Background: an optimization exercise with open tools, aiming at small area, a short achievable clock period and few clock cycles per item. Do not read the settings as production practice.
The RTL was checked by simulation tests, not by an equivalence proof against the original design.

## design/flow/config.mk

```make
export PLATFORM = sky130hd
export DESIGN_NAME = fft_insert128
export DESIGN_NICKNAME = fft_insert128
export VERILOG_FILES = /design/flow/design.v
export SDC_FILE = /design/flow/constraint.sdc
export NUM_CORES = 4
export LEC_CHECK = 0
export CAP_MARGIN = 20
export CORE_MARGIN = 2
export CORE_UTILIZATION = 55
export CTS_CLUSTER_DIAMETER = 120
export CTS_CLUSTER_SIZE = 24
export PLACE_DENSITY = 0.65
export SLEW_MARGIN = 20
export SYNTH_MEMORY_MAX_BITS = 32768
```

## design/flow/constraint.sdc

```tcl
create_clock -name core_clock -period 10.0 [get_ports {clk}]
set_input_delay 2.0000 -clock core_clock [delete_from_list [all_inputs] [get_ports {clk}]]
set_output_delay 2.0000 -clock core_clock [all_outputs]
set_load 0.01 [all_outputs]
```

## design/flow/design.v

```verilog
module fft_ram_2ports (
  input clk,
  input [29:0] in,
  output [29:0] out
);
reg [30*64-1:0] dl;
assign out = dl[30*64-1 -: 30];
always @(posedge clk) dl <= {dl[30*63-1:0], in};
endmodule
module rom_w(input [5:0] t, output [31:0] w);
function [31:0] wtab; input [5:0] t; begin case (t)
  6'd0: wtab = 32'h7fff0000;
  6'd1: wtab = 32'h7fd88648;
  6'd2: wtab = 32'h7f618c8c;
  6'd3: wtab = 32'h7e9c92c8;
  6'd4: wtab = 32'h7d8998f9;
  6'd5: wtab = 32'h7c299f1a;
  6'd6: wtab = 32'h7a7ca528;
  6'd7: wtab = 32'h7884ab1f;
  6'd8: wtab = 32'h7641b0fb;
  6'd9: wtab = 32'h73b5b6ba;
  6'd10: wtab = 32'h70e2bc56;
  6'd11: wtab = 32'h6dc9c1ce;
  6'd12: wtab = 32'h6a6dc71c;
  6'd13: wtab = 32'h66cfcc3f;
  6'd14: wtab = 32'h62f1d133;
  6'd15: wtab = 32'h5ed7d5f5;
  6'd16: wtab = 32'h5a82da82;
  6'd17: wtab = 32'h55f5ded7;
  6'd18: wtab = 32'h5133e2f1;
  6'd19: wtab = 32'h4c3fe6cf;
  6'd20: wtab = 32'h471cea6d;
  6'd21: wtab = 32'h41ceedc9;
  6'd22: wtab = 32'h3c56f0e2;
  6'd23: wtab = 32'h36baf3b5;
  6'd24: wtab = 32'h30fbf641;
  6'd25: wtab = 32'h2b1ff884;
  6'd26: wtab = 32'h2528fa7c;
  6'd27: wtab = 32'h1f1afc29;
  6'd28: wtab = 32'h18f9fd89;
  6'd29: wtab = 32'h12c8fe9c;
  6'd30: wtab = 32'h0c8cff61;
  6'd31: wtab = 32'h0648ffd8;
  6'd32: wtab = 32'h0000ffff;
  6'd33: wtab = 32'h8648ffd8;
  6'd34: wtab = 32'h8c8cff61;
  6'd35: wtab = 32'h92c8fe9c;
  6'd36: wtab = 32'h98f9fd89;
  6'd37: wtab = 32'h9f1afc29;
  6'd38: wtab = 32'ha528fa7c;
  6'd39: wtab = 32'hab1ff884;
  6'd40: wtab = 32'hb0fbf641;
  6'd41: wtab = 32'hb6baf3b5;
  6'd42: wtab = 32'hbc56f0e2;
  6'd43: wtab = 32'hc1ceedc9;
  6'd44: wtab = 32'hc71cea6d;
  6'd45: wtab = 32'hcc3fe6cf;
  6'd46: wtab = 32'hd133e2f1;
  6'd47: wtab = 32'hd5f5ded7;
  6'd48: wtab = 32'hda82da82;
  6'd49: wtab = 32'hded7d5f5;
  6'd50: wtab = 32'he2f1d133;
  6'd51: wtab = 32'he6cfcc3f;
  6'd52: wtab = 32'hea6dc71c;
  6'd53: wtab = 32'hedc9c1ce;
  6'd54: wtab = 32'hf0e2bc56;
  6'd55: wtab = 32'hf3b5b6ba;
  6'd56: wtab = 32'hf641b0fb;
  6'd57: wtab = 32'hf884ab1f;
  6'd58: wtab = 32'hfa7ca528;
  6'd59: wtab = 32'hfc299f1a;
  6'd60: wtab = 32'hfd8998f9;
  6'd61: wtab = 32'hfe9c92c8;
  6'd62: wtab = 32'hff618c8c;
  6'd63: wtab = 32'hffd88648;
  default: wtab = 32'h0; endcase end endfunction
assign w = wtab(t);
endmodule
module mult16x16_cpx #(parameter S = 2) (
  input clk,
  input [6:0] p,           
  input [31:0] in,
  input [31:0] ine,        
  input [31:0] ino,        
  output reg [31:0] out
);
function [15:0] f;
  input [15:0] v;
  integer i;
  begin
    if (!v[15] && v[14:0] != 15'd0)
      for (i = 0; i < 16; i = i + 1) f[i] = v[i] ^ ((v & ((16'd1 << i) - 16'd1)) == 16'd0);
    else if (v == 16'h8000) f = 16'h8001;
    else f = v;
  end
endfunction
function [15:0] g;
  input [15:0] v;
  integer i;
  begin
    if (v[15]) g = ~v;
    else for (i = 0; i < 16; i = i + 1) g[i] = ~v[i] ^ ((v & ((16'd1 << i) - 16'd1)) == 16'd0);
  end
endfunction
function [15:0] sat;
  input [32:0] v;
  begin
    if (v[32:30] == 3'b000 || v[32:30] == 3'b111) sat = v[30:15];
    else sat = v[32] ? 16'h8000 : 16'h7fff;
  end
endfunction
wire [15:0] br = in[31:16], bi = in[15:0];
generate if (S == 2) begin : s2
  wire [31:0] te = {f(ine[31:16]), f(ine[15:0])};
  wire [31:0] to = {f(ino[15:0]), g(ino[31:16])};
  always @(posedge clk)
    if (!p[5]) out <= in;
    else if (!p[6]) out <= te;
    else out <= to;
end else begin : s3
  reg [31:0] a1, a2;
  reg [1:0] m1, m2;              
  reg w32;
  reg signed [17:0] u1, v1;
  reg [32:0] us, uc, vs, vc;
  wire signed [15:0] sbr = br, sbi = bi;
  wire signed [17:0] sm = sbr + sbi, df = sbi - sbr;
  wire signed [17:0] nsm = -sm;
  wire [32:0] ue = {{15{u1[17]}}, u1};
  wire [32:0] ve = {{15{v1[17]}}, v1};
  wire [32:0] ua = ue << 14, ub = ue << 13, ucn = ~(ue << 11), ud = ue << 9, uf = ue << 7, ug = ue << 1;
  wire [32:0] va = ve << 14, vb = ve << 13, vcn = ~(ve << 11), vd = ve << 9, vf = ve << 7, vg = ve << 1;
  wire [32:0] one = 33'd1;
  wire [32:0] ux1 = ua ^ ub ^ ucn, uy1 = ((ua & ub) | (ua & ucn) | (ub & ucn)) << 1;
  wire [32:0] ux2 = ud ^ uf ^ ug, uy2 = ((ud & uf) | (ud & ug) | (uf & ug)) << 1;
  wire [32:0] ux3 = ux1 ^ uy1 ^ ux2, uy3 = ((ux1 & uy1) | (ux1 & ux2) | (uy1 & ux2)) << 1;
  wire [32:0] ux4 = ux3 ^ uy3 ^ uy2, uy4 = ((ux3 & uy3) | (ux3 & uy2) | (uy3 & uy2)) << 1;
  wire [32:0] ux5 = ux4 ^ uy4 ^ one, uy5 = ((ux4 & uy4) | (ux4 & one) | (uy4 & one)) << 1;
  wire [32:0] vx1 = va ^ vb ^ vcn, vy1 = ((va & vb) | (va & vcn) | (vb & vcn)) << 1;
  wire [32:0] vx2 = vd ^ vf ^ vg, vy2 = ((vd & vf) | (vd & vg) | (vf & vg)) << 1;
  wire [32:0] vx3 = vx1 ^ vy1 ^ vx2, vy3 = ((vx1 & vy1) | (vx1 & vx2) | (vy1 & vx2)) << 1;
  wire [32:0] vx4 = vx3 ^ vy3 ^ vy2, vy4 = ((vx3 & vy3) | (vx3 & vy2) | (vy3 & vy2)) << 1;
  wire [32:0] vx5 = vx4 ^ vy4 ^ one, vy5 = ((vx4 & vy4) | (vx4 & one) | (vy4 & one)) << 1;
  wire [32:0] ku = us + uc, kv = vs + vc;
  wire [15:0] ar1 = a1[31:16], ai1 = a1[15:0];
  always @(posedge clk) begin
    a1 <= in;
    m1 <= !p[4] ? 2'd0 : !p[6] ? 2'd1 : p[5] ? 2'd3 : 2'd2;
    w32 <= p[5];
    u1 <= p[5] ? df : sm;
    v1 <= p[5] ? nsm : df;
    if (m1 == 2'd0) a2 <= a1;
    else if (!w32) a2 <= {f(ar1), f(ai1)};
    else a2 <= {f(ai1), g(ar1)};
    m2 <= m1;
    us <= ux5; uc <= uy5; vs <= vx5; vc <= vy5;
    if (m2[1]) out <= {sat(ku), sat(kv)};
    else out <= a2;
  end
end endgenerate
endmodule
module macc2 (
  input clk,
  input [15:0] x1, input [23:0] d1,
  input [15:0] x2, input [23:0] d2,
  output [32:0] mac
);
wire [16:0] xe1 = {x1[15], x1};
wire [16:0] pp1_0 = (({17{d1[1]}} & xe1) | ({17{d1[0]}} & {x1, 1'b0})) ^ {17{d1[2]}};
wire [16:0] pp1_1 = (({17{d1[4]}} & xe1) | ({17{d1[3]}} & {x1, 1'b0})) ^ {17{d1[5]}};
wire [16:0] pp1_2 = (({17{d1[7]}} & xe1) | ({17{d1[6]}} & {x1, 1'b0})) ^ {17{d1[8]}};
wire [16:0] pp1_3 = (({17{d1[10]}} & xe1) | ({17{d1[9]}} & {x1, 1'b0})) ^ {17{d1[11]}};
wire [16:0] pp1_4 = (({17{d1[13]}} & xe1) | ({17{d1[12]}} & {x1, 1'b0})) ^ {17{d1[14]}};
wire [16:0] pp1_5 = (({17{d1[16]}} & xe1) | ({17{d1[15]}} & {x1, 1'b0})) ^ {17{d1[17]}};
wire [16:0] pp1_6 = (({17{d1[19]}} & xe1) | ({17{d1[18]}} & {x1, 1'b0})) ^ {17{d1[20]}};
wire [16:0] pp1_7 = (({17{d1[22]}} & xe1) | ({17{d1[21]}} & {x1, 1'b0})) ^ {17{d1[23]}};
wire [16:0] xe2 = {x2[15], x2};
wire [16:0] pp2_0 = (({17{d2[1]}} & xe2) | ({17{d2[0]}} & {x2, 1'b0})) ^ {17{d2[2]}};
wire [16:0] pp2_1 = (({17{d2[4]}} & xe2) | ({17{d2[3]}} & {x2, 1'b0})) ^ {17{d2[5]}};
wire [16:0] pp2_2 = (({17{d2[7]}} & xe2) | ({17{d2[6]}} & {x2, 1'b0})) ^ {17{d2[8]}};
wire [16:0] pp2_3 = (({17{d2[10]}} & xe2) | ({17{d2[9]}} & {x2, 1'b0})) ^ {17{d2[11]}};
wire [16:0] pp2_4 = (({17{d2[13]}} & xe2) | ({17{d2[12]}} & {x2, 1'b0})) ^ {17{d2[14]}};
wire [16:0] pp2_5 = (({17{d2[16]}} & xe2) | ({17{d2[15]}} & {x2, 1'b0})) ^ {17{d2[17]}};
wire [16:0] pp2_6 = (({17{d2[19]}} & xe2) | ({17{d2[18]}} & {x2, 1'b0})) ^ {17{d2[20]}};
wire [16:0] pp2_7 = (({17{d2[22]}} & xe2) | ({17{d2[21]}} & {x2, 1'b0})) ^ {17{d2[23]}};
wire [32:0] tar1 = {1'b0, 1'b0, 1'b0, 1'b0, 1'b0, 1'b0, 1'b0, 1'b0, 1'b0, 1'b0, 1'b0, 1'b0, 1'b0, 1'b0, 1'b0, 1'b0, ~pp1_0[16], pp1_0[15], pp1_0[14], pp1_0[13], pp1_0[12], pp1_0[11], pp1_0[10], pp1_0[9], pp1_0[8], pp1_0[7], pp1_0[6], pp1_0[5], pp1_0[4], pp1_0[3], pp1_0[2], pp1_0[1], pp1_0[0]};
wire [32:0] tar2 = {1'b0, 1'b0, 1'b0, 1'b0, 1'b0, 1'b0, 1'b0, 1'b0, 1'b0, 1'b0, 1'b0, 1'b0, 1'b0, 1'b0, ~pp1_1[16], pp1_1[15], pp1_1[14], pp1_1[13], pp1_1[12], pp1_1[11], pp1_1[10], pp1_1[9], pp1_1[8], pp1_1[7], pp1_1[6], pp1_1[5], pp1_1[4], pp1_1[3], pp1_1[2], pp1_1[1], pp1_1[0], 1'b0, d1[2]};
wire [32:0] tar3 = {1'b0, 1'b0, 1'b0, 1'b0, 1'b0, 1'b0, 1'b0, 1'b0, 1'b0, 1'b0, 1'b0, 1'b0, ~pp1_2[16], pp1_2[15], pp1_2[14], pp1_2[13], pp1_2[12], pp1_2[11], pp1_2[10], pp1_2[9], pp1_2[8], pp1_2[7], pp1_2[6], pp1_2[5], pp1_2[4], pp1_2[3], pp1_2[2], pp1_2[1], pp1_2[0], 1'b0, d1[5], 1'b0, 1'b0};
wire [32:0] tar4 = {1'b0, 1'b0, 1'b0, 1'b0, 1'b0, 1'b0, 1'b0, 1'b0, 1'b0, 1'b0, ~pp1_3[16], pp1_3[15], pp1_3[14], pp1_3[13], pp1_3[12], pp1_3[11], pp1_3[10], pp1_3[9], pp1_3[8], pp1_3[7], pp1_3[6], pp1_3[5], pp1_3[4], pp1_3[3], pp1_3[2], pp1_3[1], pp1_3[0], 1'b0, d1[8], 1'b0, 1'b0, 1'b0, 1'b0};
wire [32:0] tar5 = {1'b0, 1'b0, 1'b0, 1'b0, 1'b0, 1'b0, 1'b0, 1'b0, ~pp1_4[16], pp1_4[15], pp1_4[14], pp1_4[13], pp1_4[12], pp1_4[11], pp1_4[10], pp1_4[9], pp1_4[8], pp1_4[7], pp1_4[6], pp1_4[5], pp1_4[4], pp1_4[3], pp1_4[2], pp1_4[1], pp1_4[0], 1'b0, d1[11], 1'b0, 1'b0, 1'b0, 1'b0, 1'b0, 1'b0};
wire [32:0] tar6 = {1'b0, 1'b0, 1'b0, 1'b0, 1'b0, 1'b0, ~pp1_5[16], pp1_5[15], pp1_5[14], pp1_5[13], pp1_5[12], pp1_5[11], pp1_5[10], pp1_5[9], pp1_5[8], pp1_5[7], pp1_5[6], pp1_5[5], pp1_5[4], pp1_5[3], pp1_5[2], pp1_5[1], pp1_5[0], 1'b0, d1[14], 1'b0, 1'b0, 1'b0, 1'b0, 1'b0, 1'b0, 1'b0, 1'b0};
wire [32:0] tar7 = {1'b0, 1'b0, 1'b0, 1'b0, ~pp1_6[16], pp1_6[15], pp1_6[14], pp1_6[13], pp1_6[12], pp1_6[11], pp1_6[10], pp1_6[9], pp1_6[8], pp1_6[7], pp1_6[6], pp1_6[5], pp1_6[4], pp1_6[3], pp1_6[2], pp1_6[1], pp1_6[0], 1'b0, d1[17], 1'b0, 1'b0, 1'b0, 1'b0, 1'b0, 1'b0, 1'b0, 1'b0, 1'b0, 1'b0};
wire [32:0] tar8 = {1'b0, 1'b0, ~pp1_7[16], pp1_7[15], pp1_7[14], pp1_7[13], pp1_7[12], pp1_7[11], pp1_7[10], pp1_7[9], pp1_7[8], pp1_7[7], pp1_7[6], pp1_7[5], pp1_7[4], pp1_7[3], pp1_7[2], pp1_7[1], pp1_7[0], 1'b0, d1[20], 1'b0, 1'b0, 1'b0, 1'b0, 1'b0, 1'b0, 1'b0, 1'b0, 1'b0, 1'b0, 1'b0, 1'b0};
wire [32:0] tar9 = {1'b0, 1'b0, 1'b0, 1'b0, 1'b0, 1'b0, 1'b0, 1'b0, 1'b0, 1'b0, 1'b0, 1'b0, 1'b0, 1'b0, 1'b0, 1'b0, 1'b0, 1'b0, d1[23], 1'b0, 1'b0, 1'b0, 1'b0, 1'b0, 1'b0, 1'b0, 1'b0, 1'b0, 1'b0, 1'b0, 1'b0, 1'b0, 1'b0};
wire [32:0] tas10 = tar1 ^ tar2 ^ tar3;
wire [32:0] tac11 = ((tar1 & tar2) | (tar1 & tar3) | (tar2 & tar3)) << 1;
wire [32:0] tas12 = tar4 ^ tar5 ^ tar6;
wire [32:0] tac13 = ((tar4 & tar5) | (tar4 & tar6) | (tar5 & tar6)) << 1;
wire [32:0] tas14 = tar7 ^ tar8 ^ tar9;
wire [32:0] tac15 = ((tar7 & tar8) | (tar7 & tar9) | (tar8 & tar9)) << 1;
wire [32:0] tas16 = tas10 ^ tac11 ^ tas12;
wire [32:0] tac17 = ((tas10 & tac11) | (tas10 & tas12) | (tac11 & tas12)) << 1;
wire [32:0] tas18 = tac13 ^ tas14 ^ tac15;
wire [32:0] tac19 = ((tac13 & tas14) | (tac13 & tac15) | (tas14 & tac15)) << 1;
wire [32:0] tas20 = tas16 ^ tac17 ^ tas18;
wire [32:0] tac21 = ((tas16 & tac17) | (tas16 & tas18) | (tac17 & tas18)) << 1;
wire [32:0] tas22 = tas20 ^ tac21 ^ tac19;
wire [32:0] tac23 = ((tas20 & tac21) | (tas20 & tac19) | (tac21 & tac19)) << 1;
wire [32:0] tbr24 = {1'b0, 1'b0, 1'b0, 1'b0, 1'b0, 1'b0, 1'b0, 1'b0, 1'b0, 1'b0, 1'b0, 1'b0, 1'b0, 1'b0, 1'b0, 1'b0, ~pp2_0[16], pp2_0[15], pp2_0[14], pp2_0[13], pp2_0[12], pp2_0[11], pp2_0[10], pp2_0[9], pp2_0[8], pp2_0[7], pp2_0[6], pp2_0[5], pp2_0[4], pp2_0[3], pp2_0[2], pp2_0[1], pp2_0[0]};
wire [32:0] tbr25 = {1'b0, 1'b0, 1'b0, 1'b0, 1'b0, 1'b0, 1'b0, 1'b0, 1'b0, 1'b0, 1'b0, 1'b0, 1'b0, 1'b0, ~pp2_1[16], pp2_1[15], pp2_1[14], pp2_1[13], pp2_1[12], pp2_1[11], pp2_1[10], pp2_1[9], pp2_1[8], pp2_1[7], pp2_1[6], pp2_1[5], pp2_1[4], pp2_1[3], pp2_1[2], pp2_1[1], pp2_1[0], 1'b0, d2[2]};
wire [32:0] tbr26 = {1'b0, 1'b0, 1'b0, 1'b0, 1'b0, 1'b0, 1'b0, 1'b0, 1'b0, 1'b0, 1'b0, 1'b0, ~pp2_2[16], pp2_2[15], pp2_2[14], pp2_2[13], pp2_2[12], pp2_2[11], pp2_2[10], pp2_2[9], pp2_2[8], pp2_2[7], pp2_2[6], pp2_2[5], pp2_2[4], pp2_2[3], pp2_2[2], pp2_2[1], pp2_2[0], 1'b0, d2[5], 1'b0, 1'b0};
wire [32:0] tbr27 = {1'b0, 1'b0, 1'b0, 1'b0, 1'b0, 1'b0, 1'b0, 1'b0, 1'b0, 1'b0, ~pp2_3[16], pp2_3[15], pp2_3[14], pp2_3[13], pp2_3[12], pp2_3[11], pp2_3[10], pp2_3[9], pp2_3[8], pp2_3[7], pp2_3[6], pp2_3[5], pp2_3[4], pp2_3[3], pp2_3[2], pp2_3[1], pp2_3[0], 1'b0, d2[8], 1'b0, 1'b0, 1'b0, 1'b0};
wire [32:0] tbr28 = {1'b0, 1'b0, 1'b0, 1'b0, 1'b0, 1'b0, 1'b0, 1'b0, ~pp2_4[16], pp2_4[15], pp2_4[14], pp2_4[13], pp2_4[12], pp2_4[11], pp2_4[10], pp2_4[9], pp2_4[8], pp2_4[7], pp2_4[6], pp2_4[5], pp2_4[4], pp2_4[3], pp2_4[2], pp2_4[1], pp2_4[0], 1'b0, d2[11], 1'b0, 1'b0, 1'b0, 1'b0, 1'b0, 1'b0};
wire [32:0] tbr29 = {1'b0, 1'b0, 1'b0, 1'b0, 1'b0, 1'b0, ~pp2_5[16], pp2_5[15], pp2_5[14], pp2_5[13], pp2_5[12], pp2_5[11], pp2_5[10], pp2_5[9], pp2_5[8], pp2_5[7], pp2_5[6], pp2_5[5], pp2_5[4], pp2_5[3], pp2_5[2], pp2_5[1], pp2_5[0], 1'b0, d2[14], 1'b0, 1'b0, 1'b0, 1'b0, 1'b0, 1'b0, 1'b0, 1'b0};
wire [32:0] tbr30 = {1'b0, 1'b0, 1'b0, 1'b0, ~pp2_6[16], pp2_6[15], pp2_6[14], pp2_6[13], pp2_6[12], pp2_6[11], pp2_6[10], pp2_6[9], pp2_6[8], pp2_6[7], pp2_6[6], pp2_6[5], pp2_6[4], pp2_6[3], pp2_6[2], pp2_6[1], pp2_6[0], 1'b0, d2[17], 1'b0, 1'b0, 1'b0, 1'b0, 1'b0, 1'b0, 1'b0, 1'b0, 1'b0, 1'b0};
wire [32:0] tbr31 = {1'b0, 1'b0, ~pp2_7[16], pp2_7[15], pp2_7[14], pp2_7[13], pp2_7[12], pp2_7[11], pp2_7[10], pp2_7[9], pp2_7[8], pp2_7[7], pp2_7[6], pp2_7[5], pp2_7[4], pp2_7[3], pp2_7[2], pp2_7[1], pp2_7[0], 1'b0, d2[20], 1'b0, 1'b0, 1'b0, 1'b0, 1'b0, 1'b0, 1'b0, 1'b0, 1'b0, 1'b0, 1'b0, 1'b0};
wire [32:0] tbr32 = {1'b0, 1'b0, 1'b0, 1'b0, 1'b0, 1'b0, 1'b0, 1'b0, 1'b0, 1'b0, 1'b0, 1'b0, 1'b0, 1'b0, 1'b0, 1'b0, 1'b0, 1'b0, d2[23], 1'b0, 1'b0, 1'b0, 1'b0, 1'b0, 1'b0, 1'b0, 1'b0, 1'b0, 1'b0, 1'b0, 1'b0, 1'b0, 1'b0};
wire [32:0] tbs33 = tbr24 ^ tbr25 ^ tbr26;
wire [32:0] tbc34 = ((tbr24 & tbr25) | (tbr24 & tbr26) | (tbr25 & tbr26)) << 1;
wire [32:0] tbs35 = tbr27 ^ tbr28 ^ tbr29;
wire [32:0] tbc36 = ((tbr27 & tbr28) | (tbr27 & tbr29) | (tbr28 & tbr29)) << 1;
wire [32:0] tbs37 = tbr30 ^ tbr31 ^ tbr32;
wire [32:0] tbc38 = ((tbr30 & tbr31) | (tbr30 & tbr32) | (tbr31 & tbr32)) << 1;
wire [32:0] tbs39 = tbs33 ^ tbc34 ^ tbs35;
wire [32:0] tbc40 = ((tbs33 & tbc34) | (tbs33 & tbs35) | (tbc34 & tbs35)) << 1;
wire [32:0] tbs41 = tbc36 ^ tbs37 ^ tbc38;
wire [32:0] tbc42 = ((tbc36 & tbs37) | (tbc36 & tbc38) | (tbs37 & tbc38)) << 1;
wire [32:0] tbs43 = tbs39 ^ tbc40 ^ tbs41;
wire [32:0] tbc44 = ((tbs39 & tbc40) | (tbs39 & tbs41) | (tbc40 & tbs41)) << 1;
wire [32:0] tbs45 = tbs43 ^ tbc44 ^ tbc42;
wire [32:0] tbc46 = ((tbs43 & tbc44) | (tbs43 & tbc42) | (tbc44 & tbc42)) << 1;
reg [32:0] q0, q1, q2, q3;
always @(posedge clk) begin
  q0 <= tas22;
  q1 <= tac23;
  q2 <= tbs45;
  q3 <= tbc46;
end
wire [32:0] mr47 = q0;
wire [32:0] mr48 = q1;
wire [32:0] mr49 = q2;
wire [32:0] mr50 = q3;
wire [32:0] mr51 = 33'h155560000;
wire [32:0] ms52 = mr47 ^ mr48 ^ mr49;
wire [32:0] mc53 = ((mr47 & mr48) | (mr47 & mr49) | (mr48 & mr49)) << 1;
wire [32:0] ms54 = ms52 ^ mc53 ^ mr50;
wire [32:0] mc55 = ((ms52 & mc53) | (ms52 & mr50) | (mc53 & mr50)) << 1;
wire [32:0] ms56 = ms54 ^ mc55 ^ mr51;
wire [32:0] mc57 = ((ms54 & mc55) | (ms54 & mr51) | (mc55 & mr51)) << 1;
reg [32:0] z1, z2;
always @(posedge clk) begin
  z1 <= ms56; z2 <= mc57;
end
assign mac = z1 + z2;
endmodule
module booth_enc (input s, input [14:0] m, output [23:0] d);
wire [17:0] e = {2'b00, m, 1'b0};
genvar j;
generate for (j = 0; j < 8; j = j + 1) begin : g
  wire b0 = e[2*j], b1 = e[2*j+1], b2 = e[2*j+2];
  wire one = b1 ^ b0;
  wire two = (b2 & ~b1 & ~b0) | (~b2 & b1 & b0);
  wire ng = b2 & ~(b1 & b0);
  assign d[3*j+2 -: 3] = {(one | two) & (ng ^ s), one, two};
end endgenerate
endmodule
module fft_ram_ad #(parameter I = 0, parameter J = 6) (
  input clk,
  input [6:0] p,           
  input [31:0] in,
  output [31:0] out
);
localparam L = (1 << J) - (1 << I);
reg [32*L-1:0] bf;
wire [31:0] bo = bf[32*L-1 -: 32];
wire sel = p[J] & ~p[I];
assign out = sel ? in : bo;
always @(posedge clk) begin
  bf <= {bf[32*L-33:0], sel ? bo : in};
end
endmodule
module radix_2 (
  input clk,
  input [6:0] p,           
  input [31:0] in,
  output [31:0] out
);
function [15:0] sat;
  input [32:0] v;
  begin
    if (v[32:30] == 3'b000 || v[32:30] == 3'b111) sat = v[30:15];
    else sat = v[32] ? 16'h8000 : 16'h7fff;
  end
endfunction
wire [6:0] pn = p + 7'd1;
wire [5:0] t = {pn[1], pn[2], pn[3], pn[4], pn[5], pn[6]};
wire [31:0] wn;
rom_w rom(.t(t), .w(wn));
reg [31:0] w;            
reg ph;                  
always @(posedge clk) begin
  w <= wn;
  ph <= pn[0];
end
reg [31:0] a_hold, a_r, a_r2, a_r3, b_r, bh;
reg [15:0] xa, xb;       
reg wsr, wsi;
reg [14:0] wmr, wmi;
reg [23:0] y1d, y2d;     
reg n1s, n2s;
reg [14:0] n1m, n2m;     
wire [23:0] n1d, n2d;
booth_enc be1(.s(n1s), .m(n1m), .d(n1d));
booth_enc be2(.s(n2s), .m(n2m), .d(n2d));
reg [32:0] pa, pb;
wire [32:0] mac;
macc2 mc(.clk(clk), .x1(xa), .d1(y1d), .x2(xb), .d2(y2d), .mac(mac));
wire signed [15:0] tr = sat(pa), ti = sat(pb);
wire signed [15:0] ar = a_r3[31:16], ai = a_r3[15:0];
wire signed [16:0] sr = ar + tr, si = ai + ti, dr = ar - tr, di = ai - ti;
assign out = ph ? bh : {sr[16:1], si[16:1]};
always @(*)
  if (ph) begin
    n1s = w[31]; n1m = w[30:16]; n2s = ~w[15]; n2m = w[14:0];
  end else begin
    n1s = wsi; n1m = wmi; n2s = wsr; n2m = wmr;
  end
always @(posedge clk) begin
  if (!ph) a_hold <= in;
  if (ph) begin
    xa <= in[31:16]; xb <= in[15:0];
    wsr <= w[31]; wmr <= w[30:16]; wsi <= w[15]; wmi <= w[14:0];
  end else begin
    xa <= b_r[31:16]; xb <= b_r[15:0];
  end
  y1d <= n1d; y2d <= n2d;
  if (ph) begin
    b_r <= in; a_r <= a_hold;
    a_r2 <= a_r; a_r3 <= a_r2;
    pb <= mac;
  end else
    pa <= mac;
  if (!ph) bh <= {dr[16:1], di[16:1]};
end
endmodule
module tw_mult2 #(parameter S = 4) (
  input clk,
  input [6:0] p,           
  input [31:0] in,
  output [31:0] out
);
localparam DB = 7 - S;
localparam D = 1 << DB;
localparam L = D + 5;
function [15:0] sat;
  input [32:0] v;
  begin
    if (v[32:30] == 3'b000 || v[32:30] == 3'b111) sat = v[30:15];
    else sat = v[32] ? 16'h8000 : 16'h7fff;
  end
endfunction
wire [6:0] pn = p + 7'd1;
wire [DB:0] rn = {~pn[DB], pn[DB-1:0]};
wire [DB-1:0] kn = rn[DB:1];                
wire [DB-1:0] kwn = rn[DB:1] - 2'd2;        
wire [5:0] pr6 = {pn[1], pn[2], pn[3], pn[4], pn[5], pn[6]};
wire [5:0] t = (pr6 & ((6'd1 << (S - 1)) - 6'd1)) << (7 - S);
wire [31:0] wn;
rom_w rom(.t(t), .w(wn));
reg r0, rodd;                  
reg [D-1:0] rsel;              
reg [L-1:0] wsel;              
reg [31:0] w;                  
integer m;
always @(posedge clk) begin
  r0 <= rn == 0;
  rodd <= rn[0];
  for (m = 0; m < D; m = m + 1) rsel[m] <= !rn[0] && kn == m;
  for (m = 0; m < L; m = m + 1) wsel[m] <= rn[0] && m == kwn + 5;
  w <= wn;
end
reg [32*L-1:0] line;
assign out = line[32*L-1 -: 32];
reg [31:0] bsrc;
always @(*) begin
  bsrc = in;
  for (m = 1; m < D; m = m + 1)
    if (rsel[m]) bsrc = line[32*(m-1) +: 32];
end
reg [31:0] b_r;
reg [15:0] xa, xb;       
reg wsr, wsi;
reg [14:0] wmr, wmi;
reg [23:0] y1d, y2d;     
reg n1s, n2s;
reg [14:0] n1m, n2m;     
wire [23:0] n1d, n2d;
booth_enc be1(.s(n1s), .m(n1m), .d(n1d));
booth_enc be2(.s(n2s), .m(n2m), .d(n2d));
reg [32:0] pa, pb;
wire [32:0] mac;
macc2 mc(.clk(clk), .x1(xa), .d1(y1d), .x2(xb), .d2(y2d), .mac(mac));
wire [31:0] res = {sat(pb), sat(pa)};    
always @(*)
  if (r0) begin
    n1s = w[31]; n1m = w[30:16]; n2s = ~w[15]; n2m = w[14:0];
  end else if (rodd) begin
    n1s = wsi; n1m = wmi; n2s = wsr; n2m = wmr;
  end else begin
    n1s = wsr; n1m = wmr; n2s = ~wsi; n2m = wmi;
  end
always @(posedge clk) begin
  if (!rodd) b_r <= bsrc;
  if (r0) begin
    xa <= bsrc[31:16]; xb <= bsrc[15:0];
    wsr <= w[31]; wmr <= w[30:16]; wsi <= w[15]; wmi <= w[14:0];
  end else if (rodd) begin
    xa <= b_r[31:16]; xb <= b_r[15:0];
  end else begin
    xa <= bsrc[31:16]; xb <= bsrc[15:0];
  end
  y1d <= n1d; y2d <= n2d;
  pa <= mac;
  pb <= pa;
  line[31:0] <= in;
  for (m = 1; m < L; m = m + 1)
    line[32*m +: 32] <= wsel[m] ? res : line[32*(m-1) +: 32];
end
endmodule
module butterfly2 #(parameter D = 8, parameter R = 1, parameter NB = 16) (
  input clk,
  input bsel,
  input [31:0] in,
  output [31:0] out
);
localparam WB = 2 * NB;
reg [WB*D-1:0] dl;
wire [WB-1:0] at = dl[WB*D-1 -: WB];
wire [31:0] a = {{(16-NB){at[WB-1]}}, at[WB-1:NB], {(16-NB){at[NB-1]}}, at[NB-1:0]};
wire signed [15:0] ar = a[31:16], ai = a[15:0];
wire signed [15:0] tr = in[31:16], ti = in[15:0];
wire signed [16:0] sr = ar + tr;
wire signed [16:0] si = ai + ti;
wire signed [16:0] dr = ar - tr;
wire signed [16:0] di = ai - ti;
wire [31:0] dl_w = bsel ? {dr[16:1], di[16:1]} : in;
wire [WB-1:0] dl_in = {dl_w[16+NB-1:16], dl_w[NB-1:0]};
wire [31:0] o = bsel ? {sr[16:1], si[16:1]} : a;
reg [31:0] o_r;
assign out = R ? o_r : o;
always @(posedge clk) begin
  if (D == 1) dl <= dl_in;
  else dl <= {dl[WB*D-WB-1:0], dl_in};
  o_r <= o;
end
endmodule
module fft_128_ctr #(parameter LAST = 321, parameter OUT0 = 194) (
  input clk,
  input rst,
  input ce,
  output reg [9:0] cnt,
  output reg oe
);
reg running;
always @(posedge clk or negedge rst)
  if (!rst) begin
    running <= 1'b0;
    cnt <= 10'd0;
  end else if (ce && !running) begin
    running <= 1'b1;
    cnt <= 10'd1;
  end else if (running) begin
    cnt <= cnt + 10'd1;
    if (cnt == LAST) begin
      running <= 1'b0;
      cnt <= 10'd0;
    end
  end
always @(posedge clk)
  if (!running) oe <= 1'b0;
  else if (cnt == OUT0) oe <= 1'b1;
endmodule
`timescale 1ns / 1ps
module fft_insert128(
  input clk,
  input rst,
  input ce,
  input [31:0] din,
  output oe,
  output reg [31:0] dout
);
localparam T2 = 1;              
localparam C2 = T2 + 1;         
localparam T3 = C2 + 33;
localparam C3 = T3 + 3;
localparam T4 = C3 + 16;
localparam C4 = T4 + 13;
localparam T5 = C4 + 8;
localparam C5 = T5 + 9;
localparam T6 = C5 + 4;
localparam C6 = T6 + 7;
localparam T7 = C6 + 2;
localparam R1 = T7 + 6;
localparam R2 = R1 + 63;
localparam R3 = R2 + 30;
localparam RO = R3 + 12;        
localparam LAST = RO + 127;
wire [9:0] cnt;
fft_128_ctr #(.LAST(LAST), .OUT0(RO)) ctr (
  .clk(clk), .rst(rst), .ce(ce), .cnt(cnt), .oe(oe));
function [6:0] pos;
  input [9:0] c;
  input integer t;
  reg [9:0] d;
  begin
    d = c - t;
    pos = d[6:0];
  end
endfunction
reg [31:0] xin;
always @(posedge clk) xin <= din;
wire [29:0] xh = {xin[31:17], xin[15:1]};
wire [29:0] xrep;
fft_ram_2ports replay(.clk(clk), .in(xh), .out(xrep));
reg [6:0] p2;
wire [29:0] s1 = p2[6] ? xrep : xh;
wire [31:0] s1w = {s1[29], s1[29:15], s1[14], s1[14:0]};
wire [31:0] xhw = {xh[29], xh[29:15], xh[14], xh[14:0]};
wire [31:0] xrw = {xrep[29], xrep[29:15], xrep[14], xrep[14:0]};
wire [31:0] t2o, c2o, t3o, c3o, t4o, c4o, t5o, c5o, t6o, c6o, s7o, r1o, r2o, r3o;
reg [6:0] pc2, pt3, pc3, pt4, pc4, pt5, pc5, pt6, pc6, pt7, pr1, pr2, pr3;
always @(posedge clk) begin
  p2 <= pos(cnt, T2 - 1);
  pc2 <= pos(cnt, C2 - 1); pt3 <= pos(cnt, T3 - 1); pc3 <= pos(cnt, C3 - 1);
  pt4 <= pos(cnt, T4 - 1); pc4 <= pos(cnt, C4 - 1); pt5 <= pos(cnt, T5 - 1);
  pc5 <= pos(cnt, C5 - 1); pt6 <= pos(cnt, T6 - 1); pc6 <= pos(cnt, C6 - 1);
  pt7 <= pos(cnt, T7 - 1); pr1 <= pos(cnt, R1 - 1); pr2 <= pos(cnt, R2 - 1);
  pr3 <= pos(cnt, R3 - 1);
end
mult16x16_cpx #(.S(2)) tw2 (.clk(clk), .p(p2), .in(s1w), .ine(xhw), .ino(xrw), .out(t2o));
butterfly2 #(.D(32), .NB(15)) bf2 (.clk(clk), .bsel(pc2[5]), .in(t2o), .out(c2o));
mult16x16_cpx #(.S(3)) tw3 (.clk(clk), .p(pt3), .in(c2o), .ine(32'd0), .ino(32'd0), .out(t3o));
butterfly2 #(.D(16), .R(0)) bf3 (.clk(clk), .bsel(pc3[4]), .in(t3o), .out(c3o));
tw_mult2 #(.S(4)) tw4 (.clk(clk), .p(pt4), .in(c3o), .out(t4o));
butterfly2 #(.D(8), .R(0)) bf4 (.clk(clk), .bsel(pc4[3]), .in(t4o), .out(c4o));
tw_mult2 #(.S(5)) tw5 (.clk(clk), .p(pt5), .in(c4o), .out(t5o));
butterfly2 #(.D(4), .R(0)) bf5 (.clk(clk), .bsel(pc5[2]), .in(t5o), .out(c5o));
tw_mult2 #(.S(6)) tw6 (.clk(clk), .p(pt6), .in(c5o), .out(t6o));
butterfly2 #(.D(2), .R(0)) bf6 (.clk(clk), .bsel(pc6[1]), .in(t6o), .out(c6o));
radix_2 st7 (.clk(clk), .p(pt7), .in(c6o), .out(s7o));
fft_ram_ad #(.I(0), .J(6)) sw1 (.clk(clk), .p(pr1), .in(s7o), .out(r1o));
fft_ram_ad #(.I(1), .J(5)) sw2 (.clk(clk), .p(pr2), .in(r1o), .out(r2o));
fft_ram_ad #(.I(2), .J(4)) sw3 (.clk(clk), .p(pr3), .in(r2o), .out(r3o));
always @(posedge clk) dout <= r3o;
endmodule
```

## design/flow/flow/run.sh

```bash
#!/bin/bash
# The standard layout (the standard.sh, all steps, standard synthesis),
# with two changes to how the layout is optimised:
#  - repair_timing aims at 6.7 ns of setup slack (SETUP_SLACK_MARGIN), so
#    paths are sized for a shorter period than the 10 ns constraint;
#  - the port buffers that buffer_ports inserts on every input and output
#    are sky130_fd_sc_hd__buf_4 (BUFFER_PORTS_ARGS).
# The full output of the flow goes to standard.log in this folder (ORFS
# also keeps each step's log under orfs/logs/).
set -euo pipefail
export SETUP_SLACK_MARGIN=6.7
export BUFFER_PORTS_ARGS="-buffer_cell sky130_fd_sc_hd__buf_4"
bash standard.sh > standard.log 2>&1
```

## design/flow/standard.sh

```bash
#!/bin/bash
# synth_recipe.tcl (not shown) runs the flow's synth.tcl, then flattens the netlist and writes it again
# the make line also repeats each setting of config.mk as NAME=value (left out here)
make -C /OpenROAD-flow-scripts/flow DESIGN_CONFIG=/design/flow/config.mk WORK_HOME=/design/flow/orfs CLKGATE_MAP_FILE= SYNTH_SCRIPT=/design/flow/synth_recipe.tcl "${@:-finish}"
```

==> impl_metrics.env, run 1 <==
export IMPL_synth_area_top_cells="dfxtp_1, fa_1, ha_1"
export IMPL_timing_setup_tns_ps=0
export IMPL_cts_buffers=471
export IMPL_max_stage_delay_ps=540
export IMPL_yosysWarnings=19
export IMPL_critical_path_peak_fanout=3
export IMPL_io_pins=68
export IMPL_cts_tree="done"
export IMPL_clkSlewWorstSetupHoldPaths_ps=90
export IMPL_cts_max_level=5
export IMPL_syn_area_sq_mm=0.319
export IMPL_synth_top_cell_by_area="dfxtp_1"
export IMPL_setup_viol_count_final=0
export IMPL_slowest_stage="or4b_4"
export IMPL_gp_congestion=0.878
export IMPL_drc=0
export IMPL_post_route_period_util_pct=38.9
export IMPL_critPathArrivalTime_ps=4790
export IMPL_first_pass_iters=9
export IMPL_cp_cell_sequence="ha_4 -> inv_2 -> fa_2 -> o21bai_4 -> a21oi_4 -> o21ai_2 -> a21oi_2 -> o41ai_2 -> buf_4 -> xnor2_4 -> nand2b_4 -> or4b_4 -> or3_4 -> or4_4 -> a31o_1"
export IMPL_post_synth_top_count_cell="dfxtp_1"
export IMPL_maxCapViolCount=0
export IMPL_die_w_um=765
export IMPL_cts_root_buf="clkbuf_16"
export IMPL_fin_util_pct=59.8
export IMPL_synth_top_area_share_pct=61.7
export IMPL_drive_gt1_share_pct=11.0
export IMPL_whs_ps=258
export IMPL_area_delta_synth_final_pct=8.37
export IMPL_hold_viol=0
export IMPL_crit_type="reg2reg"
export IMPL_crit_required_ps=10900
export IMPL_finClkSkew_ps=94.5
export IMPL_synth_main_ff_cell="dfxtp_1"
export IMPL_antenna_found_initial=15
export IMPL_drtAntennaViolNets=0
export IMPL_ys_types=92
export IMPL_grt_total_usage_pct=19.6
export IMPL_cpLargestDelayFamily="simple AND/OR/NAND/NOR gates"
export IMPL_synth_commonest_cells="dfxtp_1, inv_1, ha_1"
export IMPL_cts_buffer_depth=4
export IMPL_maxSlewViolCount=0
export IMPL_period_needed_ps=3890
export IMPL_tightest_slew_ps=1260
export IMPL_dieArea_sq_mm=0.586
export IMPL_overflow=0
export IMPL_grt_pass1_wl_um=914000
export IMPL_synth_edf_count=437
export IMPL_worst_path_buf_inv=2
export IMPL_fmax_mhz=257
export IMPL_dieHeight_um=765
export IMPL_ys_seq_area_share_pct=65.9
export IMPL_netlist_instances=24592
export IMPL_initial_utilization_pct=55.2
export IMPL_final_net_count=26826
export IMPL_grt_pass1_vias=161010
export IMPL_ctsHoldBuffers=0
export IMPL_cp_start_kind="register"
export IMPL_vias_per_cell=5.04
export IMPL_coreArea_sq_mm=0.577
export IMPL_clk_latency_ps=1080
export IMPL_hpwl_um=404000
export IMPL_ys_ff_latch=10268
export IMPL_grt_max_degree=103
export IMPL_syn_avg_cell_area_sq_um=13.0
export IMPL_status="finished clean"
export IMPL_drt_wirelength_per_cell_um=18.2
export IMPL_min_path_type="reg2reg"
export IMPL_max_slew_margin_pct=16.0
export IMPL_end_kind="register"
export IMPL_num_rows=279
export IMPL_dr_total_vias=162590
export IMPL_wl_um=589000
export IMPL_drtIter0Drc=10022
export IMPL_clkSinkCount=10268
export IMPL_rsz0062_at_grt="yes"
export IMPL_port_buffers=65
export IMPL_async_flop_share_pct=0.107
## final timing paths
check                      cells after the start             to  startpoint  slack, ps
min in group asynchronous                      1     ctr.cnt[7]         rst        770
hold reg to reg                                0     bf4.dl[33]   bf4.dl[1]        260
hold / removal                                 0     bf4.dl[33]   bf4.dl[1]        260
setup reg to reg                              15  tw3.s3.v1[16]  bf2.o_r[0]       6110
setup / recovery                              15  tw3.s3.v1[16]  bf2.o_r[0]       6110
max in group asynchronous                      1     ctr.cnt[2]         rst       9080
## repair_timing
| item | in CTS | in global routing |
|---|---|---|
| gates cloned | 3 | 2 |
| pin swaps | 125 | 231 |
| endpoints found under the setup margin | 606 | 540 |
| gates resized for setup | 687 | 553 |
| setup buffers | 124 | 79 |
## worst register-to-register path: stages (launching register included)
cell and delay [ps]:
dfxtp_4 390, ha_4 140, inv_2 40, fa_2 360, o21bai_4 180, a21oi_4 110, o21ai_2 210, a21oi_2 100
o41ai_2 210, buf_4 190, xnor2_4 70, nand2b_4 150, or4b_4 540, or3_4 350, or4_4 480, a31o_1 230
## through the flow
stage	cell area (sq um)	cells	setup WS (ps)
finish	345000	32249	6110
global route	345000	32237	6040
CTS	343000	32141	6070
floorplan	319000	24596	6420
global placement	326000	31435	5090
detailed placement	326000	31435	5150
## per-layer routing
layer  track usage (%)  part of all wire, %  up-vias
met5                 0                    0        -
met4              6.83                  3.7        0
met3              2.19                  4.2     1001
met2              32.6                   46     3245
met1              26.9                   46    78564
li1                  -                    -    79780
## cell families after synthesis
family          count (synthesis)  share of synthesized area [%]
compound gates               3381                           6.86
xor+xnor                     1594                           4.38
fa+ha+maj                    2401                           11.8
buf+inv                      2732                           3.22
flops                       10268                           65.9
mux                          1039                           3.57
other cells                     1                        0.00118
simple gates                 3176                           4.32
## registers in the layout (all words and copies together) (netlist names), 64 cells and up
signal,flops
bf2.dl,960
bf3.dl,512
bf4.dl,256
bf5.dl,128
bf6.dl,64
replay.dl,1920
sw1.bf,2016
sw2.bf,960
sw3.bf,384
tw4.line,416
tw5.line,288
tw6.line,224
## cell type report
| type | instances | area (sq um) |
|---|---|---|
| Sequential cell | 10268 | 211000 |
| Clock inverter | 38 | 893 |
| Inverter | 1647 | 6200 |
| Timing Repair Buffer | 402 | 3560 |
| Tap cell | 7727 | 9670 |
| Antenna cell | 26 | 65.1 |
| Fill cell | 45316 | 232000 |
| Clock buffer | 541 | 12100 |
| Multi-Input combinational cell | 11599 | 102000 |
| Timing Repair inverter | 1 | 7.51 |
## placed cells by master, fill, tap and decap left out, types with 38 or more instances in the layout
master | synthesis | layout
o31ai_1 | 98 | 76
nand3_1 | 170 | 161
a21oi_2 | 2 | 98
nor2b_1 | 92 | 86
o21ai_0 | 674 | 579
ha_1 | 1405 | 1365
edfxtp_1 | 437 | 437
or3_1 | 74 | 69
mux2_2 | 776 | 770
clkbuf_1 | 978 | 64
xnor2_1 | 1070 | 1045
a21oi_1 | 835 | 729
inv_1 | 1633 | 1613
buf_6 | 2 | 82
o21a_1 | 102 | 95
a211oi_1 | 60 | 46
dfxtp_2 | 0 | 273
buf_4 | 0 | 301
xor2_1 | 524 | 515
o21bai_1 | 67 | 63
o21ai_1 | 15 | 70
nand2_1 | 995 | 983
nor2_1 | 1329 | 1273
a22oi_1 | 959 | 946
nand2b_1 | 105 | 99
clkbuf_16 | 0 | 474
and3_1 | 40 | 38
a31oi_1 | 75 | 56
dfxtp_1 | 9820 | 9457
nor3_1 | 194 | 185
fa_1 | 996 | 985
mux2i_1 | 262 | 244
a21o_1 | 83 | 81
dfxtp_4 | 0 | 90
o211ai_1 | 65 | 65
Testbench counts, summed over its fixed seeds: cycles 16,216, frames 48.
==> run 2: changes to the inputs <==
--- a/design/flow/design.v
+++ b/design/flow/design.v
@@ -122,14 +122,16 @@
   reg [1:0] m1, m2;              
   reg w32;
   reg signed [17:0] u1, v1;
+  reg vn;                        
   reg [32:0] us, uc, vs, vc;
   wire signed [15:0] sbr = br, sbi = bi;
   wire signed [17:0] sm = sbr + sbi, df = sbi - sbr;
-  wire signed [17:0] nsm = -sm;
   wire [32:0] ue = {{15{u1[17]}}, u1};
   wire [32:0] ve = {{15{v1[17]}}, v1};
   wire [32:0] ua = ue << 14, ub = ue << 13, ucn = ~(ue << 11), ud = ue << 9, uf = ue << 7, ug = ue << 1;
-  wire [32:0] va = ve << 14, vb = ve << 13, vcn = ~(ve << 11), vd = ve << 9, vf = ve << 7, vg = ve << 1;
+  wire [32:0] vx = {33{vn}};
+  wire [32:0] va = (ve << 14) ^ vx, vb = (ve << 13) ^ vx, vcn = ~(ve << 11) ^ vx, vd = (ve << 9) ^ vx, vf = (ve << 7) ^ vx, vg = (ve << 1) ^ vx;
+  wire [32:0] vone = vn ? 33'd5 : 33'd1;
   wire [32:0] one = 33'd1;
   wire [32:0] ux1 = ua ^ ub ^ ucn, uy1 = ((ua & ub) | (ua & ucn) | (ub & ucn)) << 1;
   wire [32:0] ux2 = ud ^ uf ^ ug, uy2 = ((ud & uf) | (ud & ug) | (uf & ug)) << 1;
@@ -140,7 +142,7 @@
   wire [32:0] vx2 = vd ^ vf ^ vg, vy2 = ((vd & vf) | (vd & vg) | (vf & vg)) << 1;
   wire [32:0] vx3 = vx1 ^ vy1 ^ vx2, vy3 = ((vx1 & vy1) | (vx1 & vx2) | (vy1 & vx2)) << 1;
   wire [32:0] vx4 = vx3 ^ vy3 ^ vy2, vy4 = ((vx3 & vy3) | (vx3 & vy2) | (vy3 & vy2)) << 1;
-  wire [32:0] vx5 = vx4 ^ vy4 ^ one, vy5 = ((vx4 & vy4) | (vx4 & one) | (vy4 & one)) << 1;
+  wire [32:0] vx5 = vx4 ^ vy4 ^ vone, vy5 = ((vx4 & vy4) | (vx4 & vone) | (vy4 & vone)) << 1;
   wire [32:0] ku = us + uc, kv = vs + vc;
   wire [15:0] ar1 = a1[31:16], ai1 = a1[15:0];
   always @(posedge clk) begin
@@ -148,7 +150,8 @@
     m1 <= !p[4] ? 2'd0 : !p[6] ? 2'd1 : p[5] ? 2'd3 : 2'd2;
     w32 <= p[5];
     u1 <= p[5] ? df : sm;
-    v1 <= p[5] ? nsm : df;
+    v1 <= p[5] ? sm : df;
+    vn <= p[5];
     if (m1 == 2'd0) a2 <= a1;
     else if (!w32) a2 <= {f(ar1), f(ai1)};
     else a2 <= {f(ai1), g(ar1)};
@@ -191,7 +194,7 @@
 wire [32:0] tar6 = {1'b0, 1'b0, 1'b0, 1'b0, 1'b0, 1'b0, ~pp1_5[16], pp1_5[15], pp1_5[14], pp1_5[13], pp1_5[12], pp1_5[11], pp1_5[10], pp1_5[9], pp1_5[8], pp1_5[7], pp1_5[6], pp1_5[5], pp1_5[4], pp1_5[3], pp1_5[2], pp1_5[1], pp1_5[0], 1'b0, d1[14], 1'b0, 1'b0, 1'b0, 1'b0, 1'b0, 1'b0, 1'b0, 1'b0};
 wire [32:0] tar7 = {1'b0, 1'b0, 1'b0, 1'b0, ~pp1_6[16], pp1_6[15], pp1_6[14], pp1_6[13], pp1_6[12], pp1_6[11], pp1_6[10], pp1_6[9], pp1_6[8], pp1_6[7], pp1_6[6], pp1_6[5], pp1_6[4], pp1_6[3], pp1_6[2], pp1_6[1], pp1_6[0], 1'b0, d1[17], 1'b0, 1'b0, 1'b0, 1'b0, 1'b0, 1'b0, 1'b0, 1'b0, 1'b0, 1'b0};
 wire [32:0] tar8 = {1'b0, 1'b0, ~pp1_7[16], pp1_7[15], pp1_7[14], pp1_7[13], pp1_7[12], pp1_7[11], pp1_7[10], pp1_7[9], pp1_7[8], pp1_7[7], pp1_7[6], pp1_7[5], pp1_7[4], pp1_7[3], pp1_7[2], pp1_7[1], pp1_7[0], 1'b0, d1[20], 1'b0, 1'b0, 1'b0, 1'b0, 1'b0, 1'b0, 1'b0, 1'b0, 1'b0, 1'b0, 1'b0, 1'b0};
-wire [32:0] tar9 = {1'b0, 1'b0, 1'b0, 1'b0, 1'b0, 1'b0, 1'b0, 1'b0, 1'b0, 1'b0, 1'b0, 1'b0, 1'b0, 1'b0, 1'b0, 1'b0, 1'b0, 1'b0, d1[23], 1'b0, 1'b0, 1'b0, 1'b0, 1'b0, 1'b0, 1'b0, 1'b0, 1'b0, 1'b0, 1'b0, 1'b0, 1'b0, 1'b0};
+wire [32:0] tar9 = {1'b1, 1'b0, 1'b1, 1'b0, 1'b1, 1'b0, 1'b1, 1'b0, 1'b1, 1'b0, 1'b1, 1'b0, 1'b1, 1'b0, 1'b1, 1'b1, 1'b0, 1'b0, d1[23], 1'b0, 1'b0, 1'b0, 1'b0, 1'b0, 1'b0, 1'b0, 1'b0, 1'b0, 1'b0, 1'b0, 1'b0, 1'b0, 1'b0};
 wire [32:0] tas10 = tar1 ^ tar2 ^ tar3;
 wire [32:0] tac11 = ((tar1 & tar2) | (tar1 & tar3) | (tar2 & tar3)) << 1;
 wire [32:0] tas12 = tar4 ^ tar5 ^ tar6;
@@ -240,16 +243,13 @@
 wire [32:0] mr48 = q1;
 wire [32:0] mr49 = q2;
 wire [32:0] mr50 = q3;
-wire [32:0] mr51 = 33'h155560000;
-wire [32:0] ms52 = mr47 ^ mr48 ^ mr49;
-wire [32:0] mc53 = ((mr47 & mr48) | (mr47 & mr49) | (mr48 & mr49)) << 1;
-wire [32:0] ms54 = ms52 ^ mc53 ^ mr50;
-wire [32:0] mc55 = ((ms52 & mc53) | (ms52 & mr50) | (mc53 & mr50)) << 1;
-wire [32:0] ms56 = ms54 ^ mc55 ^ mr51;
-wire [32:0] mc57 = ((ms54 & mc55) | (ms54 & mr51) | (mc55 & mr51)) << 1;
+wire [32:0] ms51 = mr47 ^ mr48 ^ mr49;
+wire [32:0] mc52 = ((mr47 & mr48) | (mr47 & mr49) | (mr48 & mr49)) << 1;
+wire [32:0] ms53 = ms51 ^ mc52 ^ mr50;
+wire [32:0] mc54 = ((ms51 & mc52) | (ms51 & mr50) | (mc52 & mr50)) << 1;
 reg [32:0] z1, z2;
 always @(posedge clk) begin
-  z1 <= ms56; z2 <= mc57;
+  z1 <= ms53; z2 <= mc54;
 end
 assign mac = z1 + z2;
 endmodule
@@ -315,7 +315,7 @@
 reg [32:0] pa, pb;
 wire [32:0] mac;
 macc2 mc(.clk(clk), .x1(xa), .d1(y1d), .x2(xb), .d2(y2d), .mac(mac));
-wire signed [15:0] tr = sat(pa), ti = sat(pb);
+wire signed [15:0] tr = sat(pb), ti = sat(pa);    
 wire signed [15:0] ar = a_r3[31:16], ai = a_r3[15:0];
 wire signed [16:0] sr = ar + tr, si = ai + ti, dr = ar - tr, di = ai - ti;
 assign out = ph ? bh : {sr[16:1], si[16:1]};
@@ -337,9 +337,9 @@
   if (ph) begin
     b_r <= in; a_r <= a_hold;
     a_r2 <= a_r; a_r3 <= a_r2;
-    pb <= mac;
-  end else
-    pa <= mac;
+  end
+  pa <= mac;
+  pb <= pa;
   if (!ph) bh <= {dr[16:1], di[16:1]};
 end
 endmodule
==> run 2 against run 1 <==
Against the previous run: global-route usage increased by 0.45 points; routed wire length grew 1.5%; first-iteration DRC count is 1.0% higher; critical path depth fell by 14; core utilization fell by 0.40 points; final area down 0.85%; hold slack got worse by 9.2 ps; largest cell class unchanged; non-clock buffer count is 88 lower; register-to-register slack improved by 510 ps; flip-flop and latch count increased by 13.
==> impl_metrics.env, run 2 <==
export IMPL_synth_commonest_cells="dfxtp_1, inv_1, ha_1"
export IMPL_async_flop_share_pct=0.107
export IMPL_initial_utilization_pct=55.1
export IMPL_critical_path_startpoint="dout[15]"
export IMPL_io_pins=68
export IMPL_cp_cell_sequence="buf_6"
export IMPL_reg2reg_depth=13
export IMPL_cpLargestDelayFamily="flip-flops"
export IMPL_cp_depth=1
export IMPL_end_kind="output port"
export IMPL_area_delta_synth_final_pct=7.85
export IMPL_crit_type="reg2out"
export IMPL_max_slew_margin_pct=20.7
export IMPL_min_from="replay.dl[861]"
export IMPL_slowest_stage="dfxtp_4"
export IMPL_synth_area_top_cells="dfxtp_1, fa_1, ha_1"
export IMPL_port_buffers=65
export IMPL_post_route_period_util_pct=36.1
export IMPL_ctsHoldBuffers=0
export IMPL_synth_main_ff_cell="dfxtp_1"
export IMPL_synth_edf_count=401
export IMPL_clk_latency_ps=1090
export IMPL_synth_top_area_share_pct=62.2
export IMPL_vias_per_cell=5.06
export IMPL_grt_max_degree=99
export IMPL_drt_wirelength_per_cell_um=18.7
export IMPL_grt_total_usage_pct=20.1
export IMPL_dr_total_vias=161634
export IMPL_status="finished clean"
export IMPL_tightest_slew_ps=1190
export IMPL_whs_ps=248
export IMPL_ys_seq_area_share_pct=66.1
export IMPL_synth_top_cell_by_area="dfxtp_1"
export IMPL_num_rows=279
export IMPL_final_net_count=26382
export IMPL_cts_root_buf="clkbuf_16"
export IMPL_cts_buffer_depth=4
export IMPL_critPathArrivalTime_ps=1610
export IMPL_period_needed_ps=3610
export IMPL_overflow=0
export IMPL_fmax_mhz=277
export IMPL_cts_tree="done"
export IMPL_largest_register_ff_count=2016
export IMPL_netlist_instances=24376
export IMPL_maxCapViolCount=0
export IMPL_hpwl_um=413000
export IMPL_gp_congestion=0.880
export IMPL_ys_types=100
export IMPL_drive_gt1_share_pct=10.1
export IMPL_r2r_slack_ps=6620
export IMPL_coreArea_sq_mm=0.576
export IMPL_clkSlewWorstSetupHoldPaths_ps=100
export IMPL_wl_um=597000
export IMPL_layout_commonest_cell="dfxtp_1"
export IMPL_syn_area_sq_mm=0.318
export IMPL_worstHoldPathCells=0
export IMPL_drc=0
export IMPL_yosysWarnings=19
export IMPL_grt_pass1_vias=159886
export IMPL_first_pass_iters=6
export IMPL_dieArea_sq_mm=0.584
export IMPL_syn_avg_cell_area_sq_um=13.0
export IMPL_setup_viol_count_final=0
export IMPL_ys_ff_latch=10281
export IMPL_grt_pass1_wl_um=924000
export IMPL_rsz0062_at_grt="yes"
export IMPL_cts_buffers=470
export IMPL_worst_path_buf_inv=1
export IMPL_hold_viol=0
export IMPL_die_w_um=764
export IMPL_critical_path_peak_fanout=1
export IMPL_crit_required_ps=8000
export IMPL_drtAntennaViolNets=0
export IMPL_final_cell_mix="dfxtp_1, inv_1, ha_1, nor2_1, xnor2_1"
export IMPL_maxSlewViolCount=0
export IMPL_dieHeight_um=764
export IMPL_cp_start_kind="register"
export IMPL_reg_top3="sw1.bf (2016), replay.dl (1920)"
export IMPL_finClkSkew_ps=128
export IMPL_post_synth_top_count_cell="dfxtp_1"
export IMPL_cts_max_level=5
export IMPL_drtIter0Drc=10122
export IMPL_min_path_type="reg2reg"
export IMPL_largest_register="sw1.bf"
export IMPL_max_stage_delay_ps=430
export IMPL_clkSinkCount=10281
export IMPL_rr_startpoint="tw3.s3.vc[3]"
export IMPL_timing_setup_tns_ps=0
export IMPL_antenna_found_initial=29
[run 2: cell families (layout without fill, tap and decap cells)]
| logic type | Yosys count | in the layout | share of synthesized area, % |
|---|---|---|---|
| XOR/XNOR | 1644 | 1644 | 4.53 |
| AO/OA/AOI/OAI | 3406 | 3407 | 7.03 |
| adder cells (fa/ha/maj) | 2294 | 2294 | 11.4 |
| multiplexers | 1055 | 1055 | 3.64 |
| flip-flops | 10281 | 10281 | 66.1 |
| AND/OR/NAND/NOR | 3108 | 3109 | 4.25 |
| other | 1 | 51 | 0.00118 |
| buffers and inverters | 2587 | 2365 | 3.07 |
[run 2: worst paths after layout]
path | to
max | dout[15]
min | replay.dl[891]
max reg2reg | tw3.out[10]
min reg2reg | replay.dl[891]
max in group asynchronous | ctr.running
min in group asynchronous | ctr.cnt[8]
[run 2: metal layers]
metal | share of wire (%) | GRT usage, % | wire length (um) | up-vias
met3 | 4.3 | 2.40 | 25700 | 947
met5 | 0.0039 | 0 | 23 | -
met1 | 46 | 27.8 | 275000 | 78470
met4 | 3.6 | 7.06 | 21800 | 4
met2 | 46 | 32.8 | 275000 | 3082
li1 | - | - | - | 79131
[run 2: through the flow]
stage / cell area (sq um) / cells / setup slack [ps] / utilization [%]
3_5_place_dp: 325000 / 31195 / 5250 / 56.4
3_3_place_gp: 325000 / 31194 / 4890 / 56.4
5_1_grt: 342000 / 31918 / 6290 / 59.4
2_1_floorplan: 318000 / 24380 / 6700 / -
4_1_cts: 340000 / 31837 / 6240 / 59.0
6_report: 343000 / 31933 / 6390 / 59.4
[run 2: what timing repair did]
action | CTS | global route
gates resized for setup | 596 | 428
endpoints found under the hold margin | 0 | 0
pin swaps | 69 | 101
setup endpoints to repair | 645 | 481
buffers inserted | 61 | 49
cloned | 2 | 1
[run 2: final cells by class]
cell class	count	area (sq um)
Clock inverter	41	878
Sequential cell	10281	211000
Fill cell	45438	234000
Timing Repair Buffer	314	2760
Inverter	1471	5550
Multi-Input combinational cell	11514	101000
Tap cell	7727	9670
Timing Repair inverter	1	5.00
Antenna cell	46	115
Clock buffer	538	12100
Testbench counts of run 2, summed over its fixed seeds: cycles 16,216, frames 48.

==> separate check: timing with driven ports <==
How much do the figures lean on ideal ports? The routed layouts below were timed once more, with nothing changed but the port constraints. Step 1, drivers: a clkbuf_16 drives clk and a buf_2 each remaining input, both assumed. Step 2 adds t to the input delays and takes it off the output delays; t is the mean of the earliest and latest rising clock arrival at the registers after step 1. Input paths then give back, and output paths get back, about the clock's delay inside the block. Three values: ideal ports, drivers, drivers and shift; two values: the first two.
run	t (ns)	setup slack, ns	hold slack, ns	worst data-port slew with drivers (ns)
run 1	1.155	6.114 / 6.114 / 6.114	0.258 / 0.258 / 0.258	0.44
run 2	1.153	6.385 / 6.261 / 6.624	0.248 / 0.248 / 0.248	0.47
After both steps every run listed still meets setup and hold.
